Context: an optimization exercise on an open-source flow, tuned for small area, a short achievable clock period and few clock cycles per item. The choices shown serve that exercise and are no tape-out recipe. At most, simulation tests tie the RTL to the original design; equivalence was not proved.

==> flow/design.v (excerpt) <==
module AES(
    input clk,nrst,load,
    input [15:0] data_input,input_vector,key,
    input  [3:0] round_number,
    output [15:0] data_output,
    output finish
    );
Size: about 350 cells after synthesis, roughly 39 flip-flops, about 2800 um^2 of cells after synthesis.
clock: 5.0 ns
lec_check: 0
cap_margin: 20
core_margin: 2
core_utilization: 40
setup_slack_margin: 2.75
slew_margin: 20
synth_hierarchical: 1
synth_minimum_keep_size: 0
standard.sh (not shown) runs the stock make flow with config.mk's settings and CLKGATE_MAP_FILE= SYNTH_SCRIPT=/design/flow/synth_recipe.tcl, a recipe that flattens the netlist after the stock synthesis.
==> flow/flow/run.sh <==
#!/bin/bash
# The standard layout (the standard.sh, standard synthesis included), with the
# ports buffered by plain buffers instead of the delay buffers buffer_ports picks.
set -euo pipefail
export BUFFER_PORTS_ARGS="-buffer_cell sky130_fd_sc_hd__buf_1"
bash standard.sh > standard.log 2>&1
Testbench counts at the start, summed over its fixed seeds: cycles 1,935, items 192.
Rerun with:
Settings changed: CTS_CLUSTER_DIAMETER set to 500, CTS_CLUSTER_SIZE set to 50, SETUP_SLACK_MARGIN 2.75 to 3.0.
Result:
- The new run completed without violations
- design area came out higher by about 11%
- maximum frequency went up by about 7%
- routed wire length rises by 5.5%
- clock skew hardly moves
- clock-buffer cell count is unchanged
Rerun with:
Settings changed: CORE_UTILIZATION 40 to 60, CTS_CLUSTER_DIAMETER 500 to not set, CTS_CLUSTER_SIZE 50 to not set, SETUP_SLACK_MARGIN 3.0 to 2.8.
Outcome:
- cell area came out lower by about 11%
- hold slack degrades by 0.016 ns
- non-clock buffer count drops by 9
- utilization went up by 17 points
- routed wire length is lower by 7.1%
- final cell count decreases by 9.7%
- critical path depth shrinks by 1
- clock-buffer cell count came out higher by 1

========
Another version of the RTL of AES (not shown whole).
For scale: about 340 cells after synthesis, ~39 flip-flops, about 72 I/O pins, ~2900 um^2 of cells after synthesis.
Design AES, start of the top module:
module AES(
    input clk,nrst,load,
    input [15:0] data_input,input_vector,key,
    input  [3:0] round_number,
    output [15:0] data_output,
    output finish
    );
export LEC_CHECK = 0
export CAP_MARGIN = 20
export CORE_MARGIN = 2
export CORE_UTILIZATION = 40
export SETUP_SLACK_MARGIN = 2.6
export SLEW_MARGIN = 20
export SYNTH_HIERARCHICAL = 1
export SYNTH_MINIMUM_KEEP_SIZE = 0
create_clock -name core_clock -period 5.0 [get_ports {clk}]
Scripts as last shown in full above: flow/flow/run.sh
==> next run, changes <==
Settings changed: SETUP_SLACK_MARGIN 2.6 to 3.1.
After rerunning: The new run produced a clean layout. Worst setup slack gets better by 260 ps. Maximum frequency is higher by roughly a tenth. Final area is higher by about a fifth. Core utilization is higher by 11 points. Count of clock-buffer cells in the layout is lower by 2.
==> next run, changes <==
Settings changed: SETUP_SLACK_MARGIN 3.1 to 2.9.
Result:
- The changed run finished clean
- core utilization went down by 8.7 points
- flip-flop and latch count does not change
- clock skew went down by 3.7 ps
- synthesized area does not change
- cell count went down by 3.6%
==> next run, changes <==
Settings changed: SETUP_SLACK_MARGIN 2.9 to 3.0.
Die area is unchanged.
Critical path depth increases by 9.
Synthesized area is unchanged.
Via count climbs slightly.
Non-clock buffer count goes up by 5.
Setup slack gets better by 69 ps.
No functional check of the RTL was part of any run of this note.

========
AES, a different RTL version from the one above (not shown whole).
Size: ~330 cells after synthesis, roughly 39 flip-flops, roughly 72 I/O pins, ~2600 sq um of cells after synthesis.
Design AES, start of the top module:
module AES(
    input clk,nrst,load,
    input [15:0] data_input,input_vector,key,
    input  [3:0] round_number,
    output [15:0] data_output,
    output finish
    );
export LEC_CHECK = 0
export CAP_MARGIN = 20
export CORE_MARGIN = 2
export CORE_UTILIZATION = 40
export CTS_BUF_LIST = sky130_fd_sc_hd__clkbuf_4
export SETUP_SLACK_MARGIN = 2.9
export SLEW_MARGIN = 20
export SYNTH_HIERARCHICAL = 1
export SYNTH_MINIMUM_KEEP_SIZE = 0
create_clock -name core_clock -period 5.0 [get_ports {clk}]
==> flow/flow/run.sh <==
#!/bin/bash
# The standard layout (the standard.sh, with the standard flow's synthesis script), except:
#  - ports are buffered by plain buffers instead of the delay buffers buffer_ports picks;
#  - ABC maps the logic with flow/abc.script instead of ORFS's abc_speed.script
#    (a copy of ORFS's scripts folder with only that file replaced).
set -euo pipefail
cp -r "$FLOW_HOME/scripts" scripts_abc
cp flow/abc.script scripts_abc/abc_speed.script
export SCRIPTS_DIR="$PWD/scripts_abc"
export BUFFER_PORTS_ARGS="-buffer_cell sky130_fd_sc_hd__buf_1"
bash standard.sh > standard.log 2>&1
==> flow/flow/abc.script <==
&get -n
&st
&dch
&nf
&st
&syn2
&if -g -K 6
&synch2
&nf
&st
&syn2
&if -g -K 6
&synch2
&nf
&st
&syn2
&if -g -K 6
&synch2
&nf
&st
&syn2
&if -g -K 6
&synch2
&nf
&st
&syn2
&if -g -K 6
&synch2
&nf
&put
topo
stime -c
dnsize -c
The starting point passed the timing, DRC and antenna checks.
Testbench counts at the start, summed over its fixed seeds: cycles 1,935, items 192.
Then changed:
SETUP_SLACK_MARGIN = 3.0   (was 2.9)
Outcome: The new run finished clean; setup slack improves by 26 ps; clock-buffer cell count stays the same; via count goes up by 3.0%; first-iteration DRC count fell by 7.7%; utilization increases by 3.7 points; wire length climbs by 6.3%.
Then changed:
==> flow/flow/run.sh (replaced) <==
#!/bin/bash
# The standard layout (the standard.sh, standard synthesis included), with the
# ports buffered by plain buffers instead of the delay buffers buffer_ports picks.
set -euo pipefail
export BUFFER_PORTS_ARGS="-buffer_cell sky130_fd_sc_hd__buf_1"
bash standard.sh > standard.log 2>&1
SETUP_SLACK_MARGIN = 2.95   (was 3.0)
removed: flow/flow/abc.script
- The changed run completed with no timing, DRC or antenna violations
- cell area drops by 7.1%
- global-route usage drops by 0.58 points
- final cell count drops by 2.4%
- wire length drops by 2.1%
Then changed:
CAP_MARGIN = 0   (was 20)
SETUP_SLACK_MARGIN = 2.9   (was 2.95)
SLEW_MARGIN = 0   (was 20)
What happened: Setup slack gets worse by 8.8 ps. Cell area fell by 2.1%. Worst hold slack stays flat. Sequential share of layout area is about the same. Cell count does not change. Area after synthesis stays the same. Die area is unchanged.

port drivers added, routing unchanged:
In the flow no input, the clock included, has a driving cell. The finished layouts below were timed again as built, in two steps. Step 1 sets driving cells, clkbuf_16 on the clock port and buf_2 on the other inputs (assumed; they add their load-dependent delay and slew). Step 2, shift: input delay + t, output delay - t, t = (earliest + latest rising clock arrival at the registers) / 2. This alone moves slack from input paths to output paths. Three values: ideal, step 1, step 2; two values: the first two.
| run | t, ns | setup slack, ns | hold slack, ns |
|---|---|---|---|
| the first run of note 1 | 0.305 | 2.883 / 2.886 / 2.584 | 0.490 / 0.496 / 0.513 |
| the second run of note 1 | 0.303 | 3.023 / 3.023 / 2.811 | 0.491 / 0.497 / 0.514 |
| the third run of note 1 | 0.322 | 2.911 / 2.911 / 2.664 | 0.475 / 0.468 / 0.501 |
| the first run of note 2 | 0.319 | 2.842 / 2.844 / 2.525 | 0.464 / 0.462 / 0.502 |
| the second run of note 2 | 0.329 | 3.107 / 3.079 / 2.861 | 0.474 / 0.471 / 0.501 |
| the third run of note 2 | 0.320 | 2.965 / 2.937 / 2.675 | 0.468 / 0.465 / 0.502 |
| the fourth run of note 2 | 0.319 | 3.034 / 3.034 / 2.787 | 0.466 / 0.464 / 0.502 |
| the first run of note 3 | 0.368 | 2.978 / 2.978 / 2.654 | 0.415 / 0.415 / 0.528 |
| the second run of note 3 | 0.366 | 3.005 / 2.980 / 2.717 | 0.417 / 0.416 / 0.528 |
| the third run of note 3 | 0.362 | 3.009 / 2.999 / 2.789 | 0.417 / 0.415 / 0.506 |
| the fourth run of note 3 | 0.360 | 3.000 / 2.997 / 2.712 | 0.420 / 0.417 / 0.504 |
After both steps every run listed still meets setup and hold. For the first run of note 3, which loses most, drivers alone change the setup slack by 0.000 ns; drivers and shift together by -0.324 ns.
